Background: an optimization exercise with open tools, aiming at small area, a short achievable clock period and few clock cycles per item. Do not read the settings as production practice.
Only simulation tests tie the RTL to the original design; equivalence was not proved.

File: flow/config.mk
export PLATFORM = sky130hd
export DESIGN_NAME = rsa_key
export DESIGN_NICKNAME = rsa_key
export VERILOG_FILES = /design/flow/design.v
export SDC_FILE = /design/flow/constraint.sdc
export NUM_CORES = 4
export LEC_CHECK = 0
export ABC_AREA = 1
export CAP_MARGIN = 20
export CORE_MARGIN = 2
export CORE_UTILIZATION = 40
export CTS_CLUSTER_DIAMETER = 80
export CTS_CLUSTER_SIZE = 30
export SLEW_MARGIN = 20
File: flow/constraint.sdc
create_clock -name core_clock -period 210.0 [get_ports {clk}]
set_input_delay 42.0000 -clock core_clock [delete_from_list [all_inputs] [get_ports {clk}]]
set_output_delay 42.0000 -clock core_clock [all_outputs]
set_load 0.01 [all_outputs]
File: flow/design.v
module rsa_row #(parameter K = 0, parameter W = 12) (
    input  [W-1:0]  R, B,
    input  [11:0]   X, TB,
    input           en,
    output [W-1:0]  RO,
    output [11:0]   XO,
    output          qo
);
    localparam WR = W - K;
    localparam WX = 12 - K;
    wire [WR:0]   c;
    wire [WR-1:0] d;
    wire [WX:0]   cx;
    wire [WX-1:0] sx;
    assign c[0]  = 1'b1;
    assign cx[0] = 1'b0;
    genvar j;
    generate for (j = 0; j < WR; j = j + 1) begin : bt
        wire x = R[K+j];
        wire y = ~B[j];
        assign d[j]   = x ^ y ^ c[j];
        assign c[j+1] = (x & y) | (x & c[j]) | (y & c[j]);
    end endgenerate
    wire q = en & c[WR];
    wire [WX-1:0] tb = TB[WX-1:0] & {WX{q}};
    generate for (j = 0; j < WX; j = j + 1) begin : bx
        wire x = X[K+j];
        wire y = tb[j];
        assign sx[j]   = x ^ y ^ cx[j];
        assign cx[j+1] = (x & y) | (x & cx[j]) | (y & cx[j]);
    end endgenerate
    assign qo = q;
    generate if (K == 0) begin : k0
        assign RO = q ? d : R;
        assign XO = sx;
    end else begin : kn
        assign RO = {q ? d : R[W-1:K], R[K-1:0]};
        assign XO = {sx, X[K-1:0]};
    end endgenerate
endmodule
module rsa_add #(parameter W = 12) (
    input  [W-1:0] a, b,
    input          ci,
    output [W-1:0] s,
    output         co
);
    wire [W:0] c;
    assign c[0] = ci;
    genvar j;
    generate for (j = 0; j < W; j = j + 1) begin : bt
        assign s[j]   = a[j] ^ b[j] ^ c[j];
        assign c[j+1] = (a[j] & b[j]) | (a[j] & c[j]) | (b[j] & c[j]);
    end endgenerate
    assign co = c[W];
endmodule
module rsa_cneg #(parameter W = 12) (
    input  [W-1:0] x,
    input          n,
    output [W-1:0] y
);
    wire [W-1:0] xi = x ^ {W{n}};
    wire [W:0]   c;
    assign c[0] = n;
    genvar j;
    generate for (j = 0; j < W; j = j + 1) begin : bt
        assign y[j]   = xi[j] ^ c[j];
        assign c[j+1] = xi[j] & c[j];
    end endgenerate
endmodule
module rsa_prep (
    input  [5:0]  p, q,
    output [11:0] N, Eu
);
    wire [11:0] acc [0:5];
    assign acc[0] = {6'd0, p & {6{q[0]}}};
    genvar i;
    generate for (i = 1; i < 6; i = i + 1) begin : mr
        wire [6:0] s;
        wire       co;
        rsa_add #(.W(6)) u_a (.a(acc[i-1][i+5:i]), .b(p & {6{q[i]}}), .ci(1'b0), .s(s[5:0]), .co(co));
        assign s[6] = co;
        if (i < 5) begin : lo
            assign acc[i] = {{(5-i){1'b0}}, s, acc[i-1][i-1:0]};
        end else begin : hi
            assign acc[i] = {s[6:0], acc[i-1][4:0]};
        end
    end endgenerate
    assign N = acc[5];
    wire [11:0] np = {6'h3f, ~p};
    wire [11:0] nq;
    rsa_cneg #(.W(12)) u_nq (.x({6'd0, q}), .n(1'b1), .y(nq));
    wire [11:0] cs = N ^ np ^ nq;
    wire [11:0] cc = (N & np) | (N & nq) | (np & nq);
    wire        co2;
    rsa_add #(.W(12)) u_e (.a(cs), .b({cc[10:0], 1'b1}), .ci(1'b1), .s(Eu), .co(co2));
endmodule
module rsa_rrow #(parameter K = 0, parameter W = 12) (
    input  [W-1:0]  R, B,
    input           en,
    output [W-1:0]  RO,
    output          qo
);
    localparam WR = W - K;
    wire [WR:0]   c;
    wire [WR-1:0] d;
    assign c[0] = 1'b1;
    genvar j;
    generate for (j = 0; j < WR; j = j + 1) begin : bt
        wire x = R[K+j];
        wire y = ~B[j];
        assign d[j]   = x ^ y ^ c[j];
        assign c[j+1] = (x & y) | (x & c[j]) | (y & c[j]);
    end endgenerate
    wire q = en & c[WR];
    assign qo = q;
    generate if (K == 0) begin : k0
        assign RO = q ? d : R;
    end else begin : kn
        assign RO = {q ? d : R[W-1:K], R[K-1:0]};
    end endgenerate
endmodule
module rsa_tb4 #(parameter I = 0, parameter TW = 12) (
    input  [TW-1:0] X, TB,
    input           q2, q1, q0,
    output [TW-1:0] XO
);
    localparam WX = TW - 2 * I;
    wire one = q1 ^ q0;
    wire two = (q2 & ~q1 & ~q0) | (~q2 & q1 & q0);
    wire neg = q2;
    wire [WX-1:0] tb  = TB[WX-1:0];
    wire [WX-1:0] tb2;
    wire [WX:0]   c;
    wire [WX-1:0] s;
    generate if (WX > 1) begin : t2
        assign tb2 = {TB[WX-2:0], 1'b0};
    end else begin : t1
        assign tb2 = 1'b0;
    end endgenerate
    wire [WX-1:0] pp  = ((tb & {WX{one}}) | (tb2 & {WX{two}})) ^ {WX{neg}};
    assign c[0] = neg;
    genvar j;
    generate for (j = 0; j < WX; j = j + 1) begin : bt
        wire x = X[2*I+j];
        wire y = pp[j];
        assign s[j]   = x ^ y ^ c[j];
        assign c[j+1] = (x & y) | (x & c[j]) | (y & c[j]);
    end endgenerate
    generate if (I == 0) begin : i0
        assign XO = s;
    end else begin : in
        assign XO = {s, X[2*I-1:0]};
    end endgenerate
endmodule
module rsa_rrowx #(parameter K = 0, parameter W = 12) (
    input  [W-1:0]  R, B,
    input           en,
    output [W-1:0]  RO,
    output          qo
);
    localparam WR = W - K;
    wire [WR:0]   c;
    wire [WR-1:0] ro;
    assign c[0] = 1'b1;
    wire q = en & c[WR];
    assign qo = q;
    genvar j;
    generate for (j = 0; j < WR; j = j + 1) begin : bt
        wire x = R[K+j];
        wire y = ~B[j];
        assign c[j+1] = (x ^ y) ? c[j] : x;
        assign ro[j]  = x ^ (q & (y ^ c[j]));
    end endgenerate
    generate if (K == 0) begin : k0
        assign RO = ro;
    end else begin : kn
        assign RO = {ro, R[K-1:0]};
    end endgenerate
endmodule
module rsa_key #(parameter WIDTH = 6) (
    input                    clk,
    input                    rst_n,
    input                    in_valid,
    output                   in_ready,
    input  [WIDTH-1:0]       IN_P,
    input  [WIDTH-1:0]       IN_Q,
    input  [WIDTH*2-1:0]     IN_E,
    output reg               out_valid,
    output reg [WIDTH*2-1:0] OUT_N,
    output reg [WIDTH*2-1:0] OUT_D
);
assign in_ready = 1'b1;
reg v0;
reg [5:0] p0, q0;
reg [11:0] e0;
always @(posedge clk or negedge rst_n)
    if (~rst_n) v0 <= 1'b0; else v0 <= in_valid;
always @(posedge clk) begin p0 <= IN_P; q0 <= IN_Q; e0 <= IN_E; end
wire [11:0] c_N, c_Eu, c_A0, c_B0;
rsa_prep u_prep (.p(p0), .q(q0), .N(c_N), .Eu(c_Eu));
rsa_cneg #(.W(12)) u_na (.x(c_Eu), .n(c_Eu[11]), .y(c_A0));
rsa_cneg #(.W(12)) u_nb (.x(e0), .n(e0[11]), .y(c_B0));
wire        c_sp0 = ~(c_Eu[11] ^ e0[11]);
wire [10:0] c1_Bw = c_B0;
wire [10:0] c2_A;
wire c3_q;
rsa_rrow #(.K(10), .W(11)) u_d0_k10 (.R(c_A0), .B(c1_Bw), .en((|c_B0 & ~|c_B0[11:1])), .RO(c2_A), .qo(c3_q));
wire [10:0] c4_Bw = c_B0;
wire [10:0] c5_A;
wire c6_q;
rsa_rrow #(.K(9), .W(11)) u_d0_k9 (.R(c2_A), .B(c4_Bw), .en((|c_B0 & ~|c_B0[11:2])), .RO(c5_A), .qo(c6_q));
wire [10:0] c7_Bw = c_B0;
wire [10:0] c8_A;
wire c9_q;
rsa_rrow #(.K(8), .W(11)) u_d0_k8 (.R(c5_A), .B(c7_Bw), .en((|c_B0 & ~|c_B0[11:3])), .RO(c8_A), .qo(c9_q));
wire [10:0] c10_Bw = c_B0;
wire [10:0] c11_A;
wire c12_q;
rsa_rrow #(.K(7), .W(11)) u_d0_k7 (.R(c8_A), .B(c10_Bw), .en((|c_B0 & ~|c_B0[11:4])), .RO(c11_A), .qo(c12_q));
wire [10:0] c13_Bw = c_B0;
wire [10:0] c14_A;
wire c15_q;
rsa_rrow #(.K(6), .W(11)) u_d0_k6 (.R(c11_A), .B(c13_Bw), .en((|c_B0 & ~|c_B0[11:5])), .RO(c14_A), .qo(c15_q));
wire [10:0] c16_Bw = c_B0;
wire [10:0] c17_A;
wire c18_q;
rsa_rrow #(.K(5), .W(11)) u_d0_k5 (.R(c14_A), .B(c16_Bw), .en((|c_B0 & ~|c_B0[11:6])), .RO(c17_A), .qo(c18_q));
wire [10:0] c19_Bw = c_B0;
wire [10:0] c20_A;
wire c21_q;
rsa_rrow #(.K(4), .W(11)) u_d0_k4 (.R(c17_A), .B(c19_Bw), .en((|c_B0 & ~|c_B0[11:7])), .RO(c20_A), .qo(c21_q));
wire [10:0] c22_Bw = c_B0;
wire [10:0] c23_A;
wire c24_q;
rsa_rrow #(.K(3), .W(11)) u_d0_k3 (.R(c20_A), .B(c22_Bw), .en((|c_B0 & ~|c_B0[11:8])), .RO(c23_A), .qo(c24_q));
wire [10:0] c25_Bw = c_B0;
wire [10:0] c26_A;
wire c27_q;
rsa_rrow #(.K(2), .W(11)) u_d0_k2 (.R(c23_A), .B(c25_Bw), .en((|c_B0 & ~|c_B0[11:9])), .RO(c26_A), .qo(c27_q));
wire [10:0] c28_Bw = c_B0;
wire [10:0] c29_A;
wire c30_q;
rsa_rrow #(.K(1), .W(11)) u_d0_k1 (.R(c26_A), .B(c28_Bw), .en((|c_B0 & ~|c_B0[11:10])), .RO(c29_A), .qo(c30_q));
wire [10:0] c31_Bw = c_B0;
wire [10:0] c32_A;
wire c33_q;
rsa_rrow #(.K(0), .W(11)) u_d0_k0 (.R(c29_A), .B(c31_Bw), .en((|c_B0 & ~|c_B0[11:11])), .RO(c32_A), .qo(c33_q));
reg v1;
always @(posedge clk or negedge rst_n)
    if (~rst_n) v1 <= 1'b0; else v1 <= v0;
reg [10:0] s1_A;
always @(posedge clk) s1_A <= c32_A;
reg [11:0] s1_B;
always @(posedge clk) s1_B <= c_B0;
reg s1_sp;
always @(posedge clk) s1_sp <= c_sp0;
reg [11:0] s1_Eu;
always @(posedge clk) s1_Eu <= c_Eu;
reg [11:0] s1_N;
always @(posedge clk) s1_N <= c_N;
reg s1_q10;
always @(posedge clk) s1_q10 <= c3_q;
reg s1_q9;
always @(posedge clk) s1_q9 <= c6_q;
reg s1_q8;
always @(posedge clk) s1_q8 <= c9_q;
reg s1_q7;
always @(posedge clk) s1_q7 <= c12_q;
reg s1_q6;
always @(posedge clk) s1_q6 <= c15_q;
reg s1_q5;
always @(posedge clk) s1_q5 <= c18_q;
reg s1_q4;
always @(posedge clk) s1_q4 <= c21_q;
reg s1_q3;
always @(posedge clk) s1_q3 <= c24_q;
reg s1_q2;
always @(posedge clk) s1_q2 <= c27_q;
reg s1_q1;
always @(posedge clk) s1_q1 <= c30_q;
reg s1_q0;
always @(posedge clk) s1_q0 <= c33_q;
wire [10:0] c34_Q = {s1_q10, s1_q9, s1_q8, s1_q7, s1_q6, s1_q5, s1_q4, s1_q3, s1_q2, s1_q1, s1_q0};
wire c35_bnz = |s1_B;
wire [11:0] c36_A = s1_B;
wire [10:0] c37_B = c35_bnz ? s1_A[10:0] : 11'd0;
wire [10:0] c38_X = 11'd1;
wire [10:0] c39_TB = c34_Q;
wire c40_par = c35_bnz ? ~1'b0 : 1'b0;
wire [11:0] c41_Bw = c37_B;
wire [11:0] c42_A;
wire c43_q;
rsa_rrow #(.K(11), .W(12)) u_d1_k11 (.R(c36_A), .B(c41_Bw), .en((|c37_B & ~|c37_B[10:1])), .RO(c42_A), .qo(c43_q));
wire [11:0] c44_Bw = c37_B;
wire [11:0] c45_A;
wire c46_q;
rsa_rrow #(.K(10), .W(12)) u_d1_k10 (.R(c42_A), .B(c44_Bw), .en((|c37_B & ~|c37_B[10:2])), .RO(c45_A), .qo(c46_q));
wire [11:0] c47_Bw = c37_B;
wire [11:0] c48_A;
wire c49_q;
rsa_rrow #(.K(9), .W(12)) u_d1_k9 (.R(c45_A), .B(c47_Bw), .en((|c37_B & ~|c37_B[10:3])), .RO(c48_A), .qo(c49_q));
wire [10:0] c50_X;
rsa_tb4 #(.I(5), .TW(11)) u_t1_i5 (.X(c38_X), .TB(c39_TB), .q2(c43_q), .q1(c46_q), .q0(c49_q), .XO(c50_X));
wire [11:0] c51_Bw = c37_B;
wire [11:0] c52_A;
wire c53_q;
rsa_rrow #(.K(8), .W(12)) u_d1_k8 (.R(c48_A), .B(c51_Bw), .en((|c37_B & ~|c37_B[10:4])), .RO(c52_A), .qo(c53_q));
wire [11:0] c54_Bw = c37_B;
wire [11:0] c55_A;
wire c56_q;
rsa_rrow #(.K(7), .W(12)) u_d1_k7 (.R(c52_A), .B(c54_Bw), .en((|c37_B & ~|c37_B[10:5])), .RO(c55_A), .qo(c56_q));
wire [10:0] c57_X;
rsa_tb4 #(.I(4), .TW(11)) u_t1_i4 (.X(c50_X), .TB(c39_TB), .q2(c49_q), .q1(c53_q), .q0(c56_q), .XO(c57_X));
wire [11:0] c58_Bw = c37_B;
wire [11:0] c59_A;
wire c60_q;
rsa_rrow #(.K(6), .W(12)) u_d1_k6 (.R(c55_A), .B(c58_Bw), .en((|c37_B & ~|c37_B[10:6])), .RO(c59_A), .qo(c60_q));
wire [11:0] c61_Bw = c37_B;
wire [11:0] c62_A;
wire c63_q;
rsa_rrow #(.K(5), .W(12)) u_d1_k5 (.R(c59_A), .B(c61_Bw), .en((|c37_B & ~|c37_B[10:7])), .RO(c62_A), .qo(c63_q));
wire [10:0] c64_X;
rsa_tb4 #(.I(3), .TW(11)) u_t1_i3 (.X(c57_X), .TB(c39_TB), .q2(c56_q), .q1(c60_q), .q0(c63_q), .XO(c64_X));
wire [11:0] c65_Bw = c37_B;
wire [11:0] c66_A;
wire c67_q;
rsa_rrow #(.K(4), .W(12)) u_d1_k4 (.R(c62_A), .B(c65_Bw), .en((|c37_B & ~|c37_B[10:8])), .RO(c66_A), .qo(c67_q));
wire [11:0] c68_Bw = c37_B;
wire [11:0] c69_A;
wire c70_q;
rsa_rrow #(.K(3), .W(12)) u_d1_k3 (.R(c66_A), .B(c68_Bw), .en((|c37_B & ~|c37_B[10:9])), .RO(c69_A), .qo(c70_q));
wire [10:0] c71_X;
rsa_tb4 #(.I(2), .TW(11)) u_t1_i2 (.X(c64_X), .TB(c39_TB), .q2(c63_q), .q1(c67_q), .q0(c70_q), .XO(c71_X));
wire [11:0] c72_Bw = c37_B;
wire [11:0] c73_A;
wire c74_q;
rsa_rrow #(.K(2), .W(12)) u_d1_k2 (.R(c69_A), .B(c72_Bw), .en((|c37_B & ~|c37_B[10:10])), .RO(c73_A), .qo(c74_q));
wire [11:0] c75_Bw = c37_B;
wire [11:0] c76_A;
wire c77_q;
rsa_rrow #(.K(1), .W(12)) u_d1_k1 (.R(c73_A), .B(c75_Bw), .en((|c37_B)), .RO(c76_A), .qo(c77_q));
wire [10:0] c78_X;
rsa_tb4 #(.I(1), .TW(11)) u_t1_i1 (.X(c71_X), .TB(c39_TB), .q2(c70_q), .q1(c74_q), .q0(c77_q), .XO(c78_X));
wire [11:0] c79_Bw = c37_B;
wire [11:0] c80_A;
wire c81_q;
rsa_rrow #(.K(0), .W(12)) u_d1_k0 (.R(c76_A), .B(c79_Bw), .en((|c37_B)), .RO(c80_A), .qo(c81_q));
reg v2;
always @(posedge clk or negedge rst_n)
    if (~rst_n) v2 <= 1'b0; else v2 <= v1;
reg [11:0] s2_A;
always @(posedge clk) s2_A <= c80_A;
reg [10:0] s2_B;
always @(posedge clk) s2_B <= c37_B;
reg [10:0] s2_X;
always @(posedge clk) s2_X <= c78_X;
reg [10:0] s2_TB;
always @(posedge clk) s2_TB <= c39_TB;
reg s2_par;
always @(posedge clk) s2_par <= c40_par;
reg s2_sp;
always @(posedge clk) s2_sp <= s1_sp;
reg [11:0] s2_Eu;
always @(posedge clk) s2_Eu <= s1_Eu;
reg [11:0] s2_N;
always @(posedge clk) s2_N <= s1_N;
reg s2_q1;
always @(posedge clk) s2_q1 <= c77_q;
reg s2_q0;
always @(posedge clk) s2_q0 <= c81_q;
wire [10:0] c82_X;
rsa_tb4 #(.I(0), .TW(11)) u_t1_i0 (.X(s2_X), .TB(s2_TB), .q2(s2_q1), .q1(s2_q0), .q0(1'b0), .XO(c82_X));
wire c83_bnz = |s2_B;
wire [10:0] c84_A = s2_B;
wire [9:0] c85_B = c83_bnz ? s2_A[9:0] : 10'd0;
wire [10:0] c86_X = s2_TB;
wire [10:0] c87_TB = c82_X;
wire c88_par = c83_bnz ? ~s2_par : s2_par;
wire [10:0] c89_Bw = c85_B;
wire [10:0] c90_A;
wire c91_q;
rsa_rrow #(.K(10), .W(11)) u_d2_k10 (.R(c84_A), .B(c89_Bw), .en((|c85_B & ~|c85_B[9:1])), .RO(c90_A), .qo(c91_q));
wire [10:0] c92_Bw = c85_B;
wire [10:0] c93_A;
wire c94_q;
rsa_rrow #(.K(9), .W(11)) u_d2_k9 (.R(c90_A), .B(c92_Bw), .en((|c85_B & ~|c85_B[9:2])), .RO(c93_A), .qo(c94_q));
wire [10:0] c95_X;
rsa_tb4 #(.I(5), .TW(11)) u_t2_i5 (.X(c86_X), .TB(c87_TB), .q2(1'b0), .q1(c91_q), .q0(c94_q), .XO(c95_X));
wire [10:0] c96_Bw = c85_B;
wire [10:0] c97_A;
wire c98_q;
rsa_rrow #(.K(8), .W(11)) u_d2_k8 (.R(c93_A), .B(c96_Bw), .en((|c85_B & ~|c85_B[9:3])), .RO(c97_A), .qo(c98_q));
wire [10:0] c99_Bw = c85_B;
wire [10:0] c100_A;
wire c101_q;
rsa_rrow #(.K(7), .W(11)) u_d2_k7 (.R(c97_A), .B(c99_Bw), .en((|c85_B & ~|c85_B[9:4])), .RO(c100_A), .qo(c101_q));
wire [10:0] c102_X;
rsa_tb4 #(.I(4), .TW(11)) u_t2_i4 (.X(c95_X), .TB(c87_TB), .q2(c94_q), .q1(c98_q), .q0(c101_q), .XO(c102_X));
wire [10:0] c103_Bw = c85_B;
wire [10:0] c104_A;
wire c105_q;
rsa_rrow #(.K(6), .W(11)) u_d2_k6 (.R(c100_A), .B(c103_Bw), .en((|c85_B & ~|c85_B[9:5])), .RO(c104_A), .qo(c105_q));
wire [10:0] c106_Bw = c85_B;
wire [10:0] c107_A;
wire c108_q;
rsa_rrow #(.K(5), .W(11)) u_d2_k5 (.R(c104_A), .B(c106_Bw), .en((|c85_B & ~|c85_B[9:6])), .RO(c107_A), .qo(c108_q));
wire [10:0] c109_X;
rsa_tb4 #(.I(3), .TW(11)) u_t2_i3 (.X(c102_X), .TB(c87_TB), .q2(c101_q), .q1(c105_q), .q0(c108_q), .XO(c109_X));
wire [10:0] c110_Bw = c85_B;
wire [10:0] c111_A;
wire c112_q;
rsa_rrow #(.K(4), .W(11)) u_d2_k4 (.R(c107_A), .B(c110_Bw), .en((|c85_B & ~|c85_B[9:7])), .RO(c111_A), .qo(c112_q));
wire [10:0] c113_Bw = c85_B;
wire [10:0] c114_A;
wire c115_q;
rsa_rrow #(.K(3), .W(11)) u_d2_k3 (.R(c111_A), .B(c113_Bw), .en((|c85_B & ~|c85_B[9:8])), .RO(c114_A), .qo(c115_q));
wire [10:0] c116_X;
rsa_tb4 #(.I(2), .TW(11)) u_t2_i2 (.X(c109_X), .TB(c87_TB), .q2(c108_q), .q1(c112_q), .q0(c115_q), .XO(c116_X));
wire [10:0] c117_Bw = c85_B;
wire [10:0] c118_A;
wire c119_q;
rsa_rrow #(.K(2), .W(11)) u_d2_k2 (.R(c114_A), .B(c117_Bw), .en((|c85_B & ~|c85_B[9:9])), .RO(c118_A), .qo(c119_q));
wire [10:0] c120_Bw = c85_B;
wire [10:0] c121_A;
wire c122_q;
rsa_rrow #(.K(1), .W(11)) u_d2_k1 (.R(c118_A), .B(c120_Bw), .en((|c85_B)), .RO(c121_A), .qo(c122_q));
wire [10:0] c123_X;
rsa_tb4 #(.I(1), .TW(11)) u_t2_i1 (.X(c116_X), .TB(c87_TB), .q2(c115_q), .q1(c119_q), .q0(c122_q), .XO(c123_X));
wire [10:0] c124_Bw = c85_B;
wire [10:0] c125_A;
wire c126_q;
rsa_rrow #(.K(0), .W(11)) u_d2_k0 (.R(c121_A), .B(c124_Bw), .en((|c85_B)), .RO(c125_A), .qo(c126_q));
wire [10:0] c127_X;
rsa_tb4 #(.I(0), .TW(11)) u_t2_i0 (.X(c123_X), .TB(c87_TB), .q2(c122_q), .q1(c126_q), .q0(1'b0), .XO(c127_X));
wire c128_bnz = |c85_B;
wire [9:0] c129_A = c85_B;
wire [9:0] c130_B = c128_bnz ? c125_A[9:0] : 10'd0;
wire [10:0] c131_X = c87_TB;
wire [10:0] c132_TB = c127_X;
wire c133_par = c128_bnz ? ~c88_par : c88_par;
wire [9:0] c134_Bw = c130_B;
wire [9:0] c135_A;
wire c136_q;
rsa_rrow #(.K(9), .W(10)) u_d3_k9 (.R(c129_A), .B(c134_Bw), .en((|c130_B & ~|c130_B[9:1])), .RO(c135_A), .qo(c136_q));
wire [10:0] c137_X;
rsa_tb4 #(.I(5), .TW(11)) u_t3_i5 (.X(c131_X), .TB(c132_TB), .q2(1'b0), .q1(1'b0), .q0(c136_q), .XO(c137_X));
reg v3;
always @(posedge clk or negedge rst_n)
    if (~rst_n) v3 <= 1'b0; else v3 <= v2;
reg [9:0] s3_A;
always @(posedge clk) s3_A <= c135_A;
reg [9:0] s3_B;
always @(posedge clk) s3_B <= c130_B;
reg [10:0] s3_X;
always @(posedge clk) s3_X <= c137_X;
reg [10:0] s3_TB;
always @(posedge clk) s3_TB <= c132_TB;
reg s3_par;
always @(posedge clk) s3_par <= c133_par;
reg s3_sp;
always @(posedge clk) s3_sp <= s2_sp;
reg [11:0] s3_Eu;
always @(posedge clk) s3_Eu <= s2_Eu;
reg [11:0] s3_N;
always @(posedge clk) s3_N <= s2_N;
reg s3_q9;
always @(posedge clk) s3_q9 <= c136_q;
wire [9:0] c138_Bw = s3_B;
wire [9:0] c139_A;
wire c140_q;
rsa_rrow #(.K(8), .W(10)) u_d3_k8 (.R(s3_A), .B(c138_Bw), .en((|s3_B & ~|s3_B[9:2])), .RO(c139_A), .qo(c140_q));
wire [9:0] c141_Bw = s3_B;
wire [9:0] c142_A;
wire c143_q;
rsa_rrow #(.K(7), .W(10)) u_d3_k7 (.R(c139_A), .B(c141_Bw), .en((|s3_B & ~|s3_B[9:3])), .RO(c142_A), .qo(c143_q));
wire [10:0] c144_X;
rsa_tb4 #(.I(4), .TW(11)) u_t3_i4 (.X(s3_X), .TB(s3_TB), .q2(s3_q9), .q1(c140_q), .q0(c143_q), .XO(c144_X));
wire [9:0] c145_Bw = s3_B;
wire [9:0] c146_A;
wire c147_q;
rsa_rrow #(.K(6), .W(10)) u_d3_k6 (.R(c142_A), .B(c145_Bw), .en((|s3_B & ~|s3_B[9:4])), .RO(c146_A), .qo(c147_q));
wire [9:0] c148_Bw = s3_B;
wire [9:0] c149_A;
wire c150_q;
rsa_rrow #(.K(5), .W(10)) u_d3_k5 (.R(c146_A), .B(c148_Bw), .en((|s3_B & ~|s3_B[9:5])), .RO(c149_A), .qo(c150_q));
wire [10:0] c151_X;
rsa_tb4 #(.I(3), .TW(11)) u_t3_i3 (.X(c144_X), .TB(s3_TB), .q2(c143_q), .q1(c147_q), .q0(c150_q), .XO(c151_X));
wire [9:0] c152_Bw = s3_B;
wire [9:0] c153_A;
wire c154_q;
rsa_rrow #(.K(4), .W(10)) u_d3_k4 (.R(c149_A), .B(c152_Bw), .en((|s3_B & ~|s3_B[9:6])), .RO(c153_A), .qo(c154_q));
wire [9:0] c155_Bw = s3_B;
wire [9:0] c156_A;
wire c157_q;
rsa_rrow #(.K(3), .W(10)) u_d3_k3 (.R(c153_A), .B(c155_Bw), .en((|s3_B & ~|s3_B[9:7])), .RO(c156_A), .qo(c157_q));
wire [10:0] c158_X;
rsa_tb4 #(.I(2), .TW(11)) u_t3_i2 (.X(c151_X), .TB(s3_TB), .q2(c150_q), .q1(c154_q), .q0(c157_q), .XO(c158_X));
wire [9:0] c159_Bw = s3_B;
wire [9:0] c160_A;
wire c161_q;
rsa_rrow #(.K(2), .W(10)) u_d3_k2 (.R(c156_A), .B(c159_Bw), .en((|s3_B & ~|s3_B[9:8])), .RO(c160_A), .qo(c161_q));
wire [9:0] c162_Bw = s3_B;
wire [9:0] c163_A;
wire c164_q;
rsa_rrow #(.K(1), .W(10)) u_d3_k1 (.R(c160_A), .B(c162_Bw), .en((|s3_B & ~|s3_B[9:9])), .RO(c163_A), .qo(c164_q));
wire [10:0] c165_X;
rsa_tb4 #(.I(1), .TW(11)) u_t3_i1 (.X(c158_X), .TB(s3_TB), .q2(c157_q), .q1(c161_q), .q0(c164_q), .XO(c165_X));
wire [9:0] c166_Bw = s3_B;
wire [9:0] c167_A;
wire c168_q;
rsa_rrow #(.K(0), .W(10)) u_d3_k0 (.R(c163_A), .B(c166_Bw), .en((|s3_B)), .RO(c167_A), .qo(c168_q));
wire [10:0] c169_X;
rsa_tb4 #(.I(0), .TW(11)) u_t3_i0 (.X(c165_X), .TB(s3_TB), .q2(c164_q), .q1(c168_q), .q0(1'b0), .XO(c169_X));
wire c170_bnz = |s3_B;
wire [9:0] c171_A = s3_B;
wire [8:0] c172_B = c170_bnz ? c167_A[8:0] : 9'd0;
wire [10:0] c173_X = s3_TB;
wire [10:0] c174_TB = c169_X;
wire c175_par = c170_bnz ? ~s3_par : s3_par;
wire [9:0] c176_Bw = c172_B;
wire [9:0] c177_A;
wire c178_q;
rsa_rrow #(.K(9), .W(10)) u_d4_k9 (.R(c171_A), .B(c176_Bw), .en((|c172_B & ~|c172_B[8:1])), .RO(c177_A), .qo(c178_q));
wire [10:0] c179_X;
rsa_tb4 #(.I(5), .TW(11)) u_t4_i5 (.X(c173_X), .TB(c174_TB), .q2(1'b0), .q1(1'b0), .q0(c178_q), .XO(c179_X));
wire [9:0] c180_Bw = c172_B;
wire [9:0] c181_A;
wire c182_q;
rsa_rrow #(.K(8), .W(10)) u_d4_k8 (.R(c177_A), .B(c180_Bw), .en((|c172_B & ~|c172_B[8:2])), .RO(c181_A), .qo(c182_q));
wire [9:0] c183_Bw = c172_B;
wire [9:0] c184_A;
wire c185_q;
rsa_rrow #(.K(7), .W(10)) u_d4_k7 (.R(c181_A), .B(c183_Bw), .en((|c172_B & ~|c172_B[8:3])), .RO(c184_A), .qo(c185_q));
wire [10:0] c186_X;
rsa_tb4 #(.I(4), .TW(11)) u_t4_i4 (.X(c179_X), .TB(c174_TB), .q2(c178_q), .q1(c182_q), .q0(c185_q), .XO(c186_X));
wire [9:0] c187_Bw = c172_B;
wire [9:0] c188_A;
wire c189_q;
rsa_rrow #(.K(6), .W(10)) u_d4_k6 (.R(c184_A), .B(c187_Bw), .en((|c172_B & ~|c172_B[8:4])), .RO(c188_A), .qo(c189_q));
wire [9:0] c190_Bw = c172_B;
wire [9:0] c191_A;
wire c192_q;
rsa_rrow #(.K(5), .W(10)) u_d4_k5 (.R(c188_A), .B(c190_Bw), .en((|c172_B & ~|c172_B[8:5])), .RO(c191_A), .qo(c192_q));
wire [10:0] c193_X;
rsa_tb4 #(.I(3), .TW(11)) u_t4_i3 (.X(c186_X), .TB(c174_TB), .q2(c185_q), .q1(c189_q), .q0(c192_q), .XO(c193_X));
wire [9:0] c194_Bw = c172_B;
wire [9:0] c195_A;
wire c196_q;
rsa_rrow #(.K(4), .W(10)) u_d4_k4 (.R(c191_A), .B(c194_Bw), .en((|c172_B & ~|c172_B[8:6])), .RO(c195_A), .qo(c196_q));
reg v4;
always @(posedge clk or negedge rst_n)
    if (~rst_n) v4 <= 1'b0; else v4 <= v3;
reg [9:0] s4_A;
always @(posedge clk) s4_A <= c195_A;
reg [8:0] s4_B;
always @(posedge clk) s4_B <= c172_B;
reg [10:0] s4_X;
always @(posedge clk) s4_X <= c193_X;
reg [10:0] s4_TB;
always @(posedge clk) s4_TB <= c174_TB;
reg s4_par;
always @(posedge clk) s4_par <= c175_par;
reg s4_sp;
always @(posedge clk) s4_sp <= s3_sp;
reg [11:0] s4_Eu;
always @(posedge clk) s4_Eu <= s3_Eu;
reg [11:0] s4_N;
always @(posedge clk) s4_N <= s3_N;
reg s4_q5;
always @(posedge clk) s4_q5 <= c192_q;
reg s4_q4;
always @(posedge clk) s4_q4 <= c196_q;
wire [9:0] c197_Bw = s4_B;
wire [9:0] c198_A;
wire c199_q;
rsa_rrow #(.K(3), .W(10)) u_d4_k3 (.R(s4_A), .B(c197_Bw), .en((|s4_B & ~|s4_B[8:7])), .RO(c198_A), .qo(c199_q));
wire [10:0] c200_X;
rsa_tb4 #(.I(2), .TW(11)) u_t4_i2 (.X(s4_X), .TB(s4_TB), .q2(s4_q5), .q1(s4_q4), .q0(c199_q), .XO(c200_X));
wire [9:0] c201_Bw = s4_B;
wire [9:0] c202_A;
wire c203_q;
rsa_rrow #(.K(2), .W(10)) u_d4_k2 (.R(c198_A), .B(c201_Bw), .en((|s4_B & ~|s4_B[8:8])), .RO(c202_A), .qo(c203_q));
wire [9:0] c204_Bw = s4_B;
wire [9:0] c205_A;
wire c206_q;
rsa_rrow #(.K(1), .W(10)) u_d4_k1 (.R(c202_A), .B(c204_Bw), .en((|s4_B)), .RO(c205_A), .qo(c206_q));
wire [10:0] c207_X;
rsa_tb4 #(.I(1), .TW(11)) u_t4_i1 (.X(c200_X), .TB(s4_TB), .q2(c199_q), .q1(c203_q), .q0(c206_q), .XO(c207_X));
wire [9:0] c208_Bw = s4_B;
wire [9:0] c209_A;
wire c210_q;
rsa_rrow #(.K(0), .W(10)) u_d4_k0 (.R(c205_A), .B(c208_Bw), .en((|s4_B)), .RO(c209_A), .qo(c210_q));
wire [10:0] c211_X;
rsa_tb4 #(.I(0), .TW(11)) u_t4_i0 (.X(c207_X), .TB(s4_TB), .q2(c206_q), .q1(c210_q), .q0(1'b0), .XO(c211_X));
wire c212_bnz = |s4_B;
wire [8:0] c213_A = s4_B;
wire [7:0] c214_B = c212_bnz ? c209_A[7:0] : 8'd0;
wire [10:0] c215_X = s4_TB;
wire [10:0] c216_TB = c211_X;
wire c217_par = c212_bnz ? ~s4_par : s4_par;
wire [8:0] c218_Bw = c214_B;
wire [8:0] c219_A;
wire c220_q;
rsa_rrow #(.K(8), .W(9)) u_d5_k8 (.R(c213_A), .B(c218_Bw), .en((|c214_B & ~|c214_B[7:1])), .RO(c219_A), .qo(c220_q));
wire [8:0] c221_Bw = c214_B;
wire [8:0] c222_A;
wire c223_q;
rsa_rrow #(.K(7), .W(9)) u_d5_k7 (.R(c219_A), .B(c221_Bw), .en((|c214_B & ~|c214_B[7:2])), .RO(c222_A), .qo(c223_q));
wire [10:0] c224_X;
rsa_tb4 #(.I(4), .TW(11)) u_t5_i4 (.X(c215_X), .TB(c216_TB), .q2(1'b0), .q1(c220_q), .q0(c223_q), .XO(c224_X));
wire [8:0] c225_Bw = c214_B;
wire [8:0] c226_A;
wire c227_q;
rsa_rrow #(.K(6), .W(9)) u_d5_k6 (.R(c222_A), .B(c225_Bw), .en((|c214_B & ~|c214_B[7:3])), .RO(c226_A), .qo(c227_q));
wire [8:0] c228_Bw = c214_B;
wire [8:0] c229_A;
wire c230_q;
rsa_rrow #(.K(5), .W(9)) u_d5_k5 (.R(c226_A), .B(c228_Bw), .en((|c214_B & ~|c214_B[7:4])), .RO(c229_A), .qo(c230_q));
wire [10:0] c231_X;
rsa_tb4 #(.I(3), .TW(11)) u_t5_i3 (.X(c224_X), .TB(c216_TB), .q2(c223_q), .q1(c227_q), .q0(c230_q), .XO(c231_X));
wire [8:0] c232_Bw = c214_B;
wire [8:0] c233_A;
wire c234_q;
rsa_rrow #(.K(4), .W(9)) u_d5_k4 (.R(c229_A), .B(c232_Bw), .en((|c214_B & ~|c214_B[7:5])), .RO(c233_A), .qo(c234_q));
wire [8:0] c235_Bw = c214_B;
wire [8:0] c236_A;
wire c237_q;
rsa_rrow #(.K(3), .W(9)) u_d5_k3 (.R(c233_A), .B(c235_Bw), .en((|c214_B & ~|c214_B[7:6])), .RO(c236_A), .qo(c237_q));
wire [10:0] c238_X;
rsa_tb4 #(.I(2), .TW(11)) u_t5_i2 (.X(c231_X), .TB(c216_TB), .q2(c230_q), .q1(c234_q), .q0(c237_q), .XO(c238_X));
wire [8:0] c239_Bw = c214_B;
wire [8:0] c240_A;
wire c241_q;
rsa_rrow #(.K(2), .W(9)) u_d5_k2 (.R(c236_A), .B(c239_Bw), .en((|c214_B & ~|c214_B[7:7])), .RO(c240_A), .qo(c241_q));
wire [8:0] c242_Bw = c214_B;
wire [8:0] c243_A;
wire c244_q;
rsa_rrow #(.K(1), .W(9)) u_d5_k1 (.R(c240_A), .B(c242_Bw), .en((|c214_B)), .RO(c243_A), .qo(c244_q));
wire [10:0] c245_X;
rsa_tb4 #(.I(1), .TW(11)) u_t5_i1 (.X(c238_X), .TB(c216_TB), .q2(c237_q), .q1(c241_q), .q0(c244_q), .XO(c245_X));
wire [8:0] c246_Bw = c214_B;
wire [8:0] c247_A;
wire c248_q;
rsa_rrow #(.K(0), .W(9)) u_d5_k0 (.R(c243_A), .B(c246_Bw), .en((|c214_B)), .RO(c247_A), .qo(c248_q));
wire [10:0] c249_X;
rsa_tb4 #(.I(0), .TW(11)) u_t5_i0 (.X(c245_X), .TB(c216_TB), .q2(c244_q), .q1(c248_q), .q0(1'b0), .XO(c249_X));
wire c250_bnz = |c214_B;
wire [7:0] c251_A = c214_B;
wire [7:0] c252_B = c250_bnz ? c247_A[7:0] : 8'd0;
wire [10:0] c253_X = c216_TB;
wire [10:0] c254_TB = c249_X;
wire c255_par = c250_bnz ? ~c217_par : c217_par;
wire f_z = ~|c252_B;
wire [10:0] f_uw = (f_z & ~c255_par) ? c253_X : c254_TB;
wire [11:0] f_u = f_uw;
wire f_neg = s4_sp & ~(f_z ? c255_par : ~c255_par);
wire [11:0] f_Eu = s4_Eu;
wire f_m = (f_neg & |f_u) | f_u[11];   
wire [11:0] f_df, f_ndf;
wire f_ge;
rsa_add #(.W(12)) u_df (.a(f_u), .b(~f_Eu), .ci(1'b1), .s(f_df), .co(f_ge));
rsa_cneg #(.W(12)) u_nd (.x(f_df), .n(1'b1), .y(f_ndf));
wire f_gt = f_ge & |f_df;
wire [11:0] f_D = f_m ? f_ndf : f_gt ? f_df : f_u;
always @(posedge clk or negedge rst_n)
    if (~rst_n) out_valid <= 1'b0; else out_valid <= v4;
always @(posedge clk) begin OUT_N <= s4_N; OUT_D <= f_D; end
endmodule
File: flow/flow/run.sh
#!/bin/bash
set -o pipefail
export BUFFER_PORTS_ARGS="-buffer_cell sky130_fd_sc_hd__buf_2"
export SYNTH_ARGS="-noabc"
plat=$(make -s -C "$FLOW_HOME" DESIGN_CONFIG="$PWD/config.mk" WORK_HOME="$PWD/orfs" print-DONT_USE_CELLS 2>print_dont_use.log | sed -n 's/^DONT_USE_CELLS: //p')
if [ -z "$plat" ]; then echo "could not read the platform's DONT_USE_CELLS" >&2; exit 1; fi
dont_use="$plat sky130_fd_sc_hd__ha_1 sky130_fd_sc_hd__ha_2 sky130_fd_sc_hd__ha_4"
echo "DONT_USE_CELLS=$dont_use" > dont_use.txt
bash standard.sh "DONT_USE_CELLS=$dont_use" finish > standard.log 2>&1
status=$?
tail -20 standard.log
exit $status
File: flow/standard.sh
#!/bin/bash
# synth_recipe.tcl (not shown) runs the flow's synth.tcl, then flattens the netlist and writes it again
# the make line also repeats each setting of config.mk as NAME=value (left out here)
make -C /OpenROAD-flow-scripts/flow DESIGN_CONFIG=/design/flow/config.mk WORK_HOME=/design/flow/orfs CLKGATE_MAP_FILE= SYNTH_SCRIPT=/design/flow/synth_recipe.tcl "${@:-finish}"
==> results.txt <==
-- metal layers --
layer	share of wire	up-vias	GRT usage	wire length (um)
met4	0.019	0	0.0341	1240
met3	0.030	64	0.0199	1960
met5	0	-	0	0
met2	0.49	301	0.309	31300
met1	0.46	10336	0.243	29700
li1	-	10514	-	-
-- layout by cell type, fill, tap and decap left out, drive strengths merged, types with 33 or more instances in the layout --
master    n
xnor2    45
a21oi    33
nor2    277
fa      483
o22ai   133
nand2   781
o21ai   125
buf      80
a31oi    56
nor3     35
inv     437
nand3   163
or2      37
dfxtp   314
xor2    232
-- path summary, 6_finish.rpt --
check / startpoint / endpoint / slack, ns / cells after the start
setup / recovery: out_valid / out_valid / 166.98 / 1
hold / removal: s2_Eu[10] / s3_Eu[10] / 0.33 / 0
setup reg to reg: s4_B[0] / OUT_D[2] / 168.06 / 156
hold reg to reg: s2_Eu[10] / s3_Eu[10] / 0.33 / 0
max in group asynchronous: rst_n / v2 / 168.60 / 1
min in group asynchronous: rst_n / v1 / 41.25 / 1
-- cell type report --
class / count / area (sq um)
fillers: 7165 / 40500
multi-input cells: 2500 / 20400
flip-flops and latches: 320 / 6440
inverters: 442 / 1670
well taps: 950 / 1190
clock buffers: 23 / 543
repair buffers: 80 / 473
clock inverters: 14 / 233
-- worst register-to-register path: cells and delay by family (launching register included) --
family,cells,cell delay (ns)
XOR/XNOR,3,0.53
AO/OA/AOI/OAI,8,1.56
buffers and inverters,24,3.18
flip-flops,1,0.41
adder cells (fa/ha/maj),71,28.01
AND/OR/NAND/NOR,50,8.02
-- logic make-up (layout without fill, tap and decap cells) --
family	count (synthesis)	count (layout)
mux	16	16
compound gates	377	377
fa+ha+maj	483	483
flops	320	320
other cells	1	1
buf+inv	522	559
xor+xnor	277	277
simple gates	1346	1346
-- registers in the layout (all words and copies together) (netlist names), 12 cells and up --
register	cells
s3_Eu	12
s1_Eu	12
s4_Eu	12
s2_N	12
s1_B	12
s2_Eu	12
s3_N	12
s1_N	12
e0	12
s4_N	12
OUT_D	12
OUT_N	12
-- per-stage QoR --
step                      hold WS (ns)  instance area, sq um   util  setup slack [ns]
final                            0.328                 30900  0.433            166.98
after global routing             0.324                 30900  0.433            165.58
after CTS                        0.323                 30900  0.433            166.94
after detailed placement         0.312                 30100  0.422            167.54
after global placement           0.310                 30100  0.422            167.54
after floorplan                  0.310                 28800      -            167.62
==> summary.txt <==
status: timing/DRC/antenna clean
clk slew on worst S/H paths: 0.10 ns
Area Overhead vs Synth: 7.26%
area fraction in and, or, nand and nor cells after synthesis: 0.202
grt ovf: 0
critical path type: reg2out
drc violations: 0
drt total wl: 64,200 um
Data arrival, critical path: 1.02 ns
Synth top cells by count: nand2_1, fa_1, inv_1
CP Capture Type: output pin
# hold bufs at CTS: 0
DR WL/cell: 14.8 um
placed cell count: 4,292
skew final: 0.0264 ns
Netlist cell types: 57
CP top delay family: flip-flops
sequential area share after synthesis: 0.223
clk sink count: 320
slew margin rel.: 0.292
final slew viol count: 0
minimum clock period: 43.02 ns
Max Freq: 23.2 MHz
FFs w/ async S/R, synth: 0.0188
type of origin of the critical path: flop
largest net degree at the start of global routing: 31
number of setup buffers added after CTS: 0
remaining antenna violation count after routing: 0
worst-path cell chain: buf_2
Crit path required time: 168.00 ns
Die Y-Extent: 272 um
buffer and inverter count on the worst path: 1
Syn Inst Count: 3,342
Clk Latency, worst-skew pair: 0.57 ns
Largest stage delay, worst path: 0.35 ns
vias in the first global route: 21,264
synth warn: 3
slowest CP cell: dfrtp_1
Clock Tree Buf Depth: 3
largest family of logic cells by synthesized area: adder cells
fin nets: 3,875
share of cells above drive strength 1: 0.0737
antenna violations before repair: 1
Hold Vio Cnt, Final: 0
HP Class: reg2reg
syn avg cell area: 8.62 sq um
#FFs+latches synth: 320
top cell type by total area after synthesis: fa_1
drt pass-1 iters: 5
most common cell in the netlist: nand2_1
EDFF count, synth: 0
Synth area leaders: fa_1, dfxtp_1, nand2_1, xor2_1, inv_1
Root Driver: clkbuf_16
via count: 21,215
Tot GR Track Use: 0.179
Setup TNS: 0 ns
H-tree Lvls: 1
num ports: 53
Adder-Cell Fraction of Synth Area: 0.336
post-synthesis xor/xnor area fraction: 0.0842
CTS Buf Count: 21
RSZ-0062 raised after global routing: false
IO buf count: 51
most used flip-flop cell after synthesis: dfxtp_1
drt initial violations: 1,161
post-route insts no fill: 4,329
largest fanout on the critical path: 1
DP HPWL: 53,600 um
Mapped Area: 28,800 sq um
Starting Density: 0.404
row count: 98
Mapped Nets: 3,852
final worst path period share: 0.205
Die Width: 272 um
antenna diode instance count: 0
gpl congestion: 0.860
Worst Tran Pin Value: 1.05 ns
Max Cap Viol: 0
first-pass GRT wire length: 109,000 um
CTS-repair resized insts: 0
routed vias/inst: 4.90
die area: 74,200 sq um
Synth top area share: 0.336
post-synthesis mux area share: 0.00573
CTS tree: yes
Synth Area in Compound Gates: 0.0779
# setup viols final: 0
core region area: 71,400 sq um
Testbench counts, summed over its fixed seeds: cycles 2,448, items 2,400.

-- separate check: timing with driven ports --
How much do the figures lean on ideal ports? The routed layout below was timed once more, with nothing changed but the port constraints. Step 1 (the two cells are an assumption about what drives the block):
set clk [get_ports {clk}]
set_driving_cell -lib_cell sky130_fd_sc_hd__clkbuf_16 $clk
set_driving_cell -lib_cell sky130_fd_sc_hd__buf_2 [delete_from_list [all_inputs] $clk]
Step 2 also shifts input and output timing later by t, the mid clock arrival at the registers, as if the neighbouring blocks saw the same clock. Slacks: no drivers / after step 1 / after step 2; pairs: no drivers / after step 1.
t (ns): 0.612
slack for setup (ns): 166.980 / 166.920 / 167.532
worst hold slack (ns): 0.328 / 0.328 / 0.328
slew at the worst register clock pin (ns): 0.11 / 0.11
After both steps this run still meets setup and hold. The setup slack of this run moves by -0.060 ns with the drivers and by +0.552 ns with both steps.
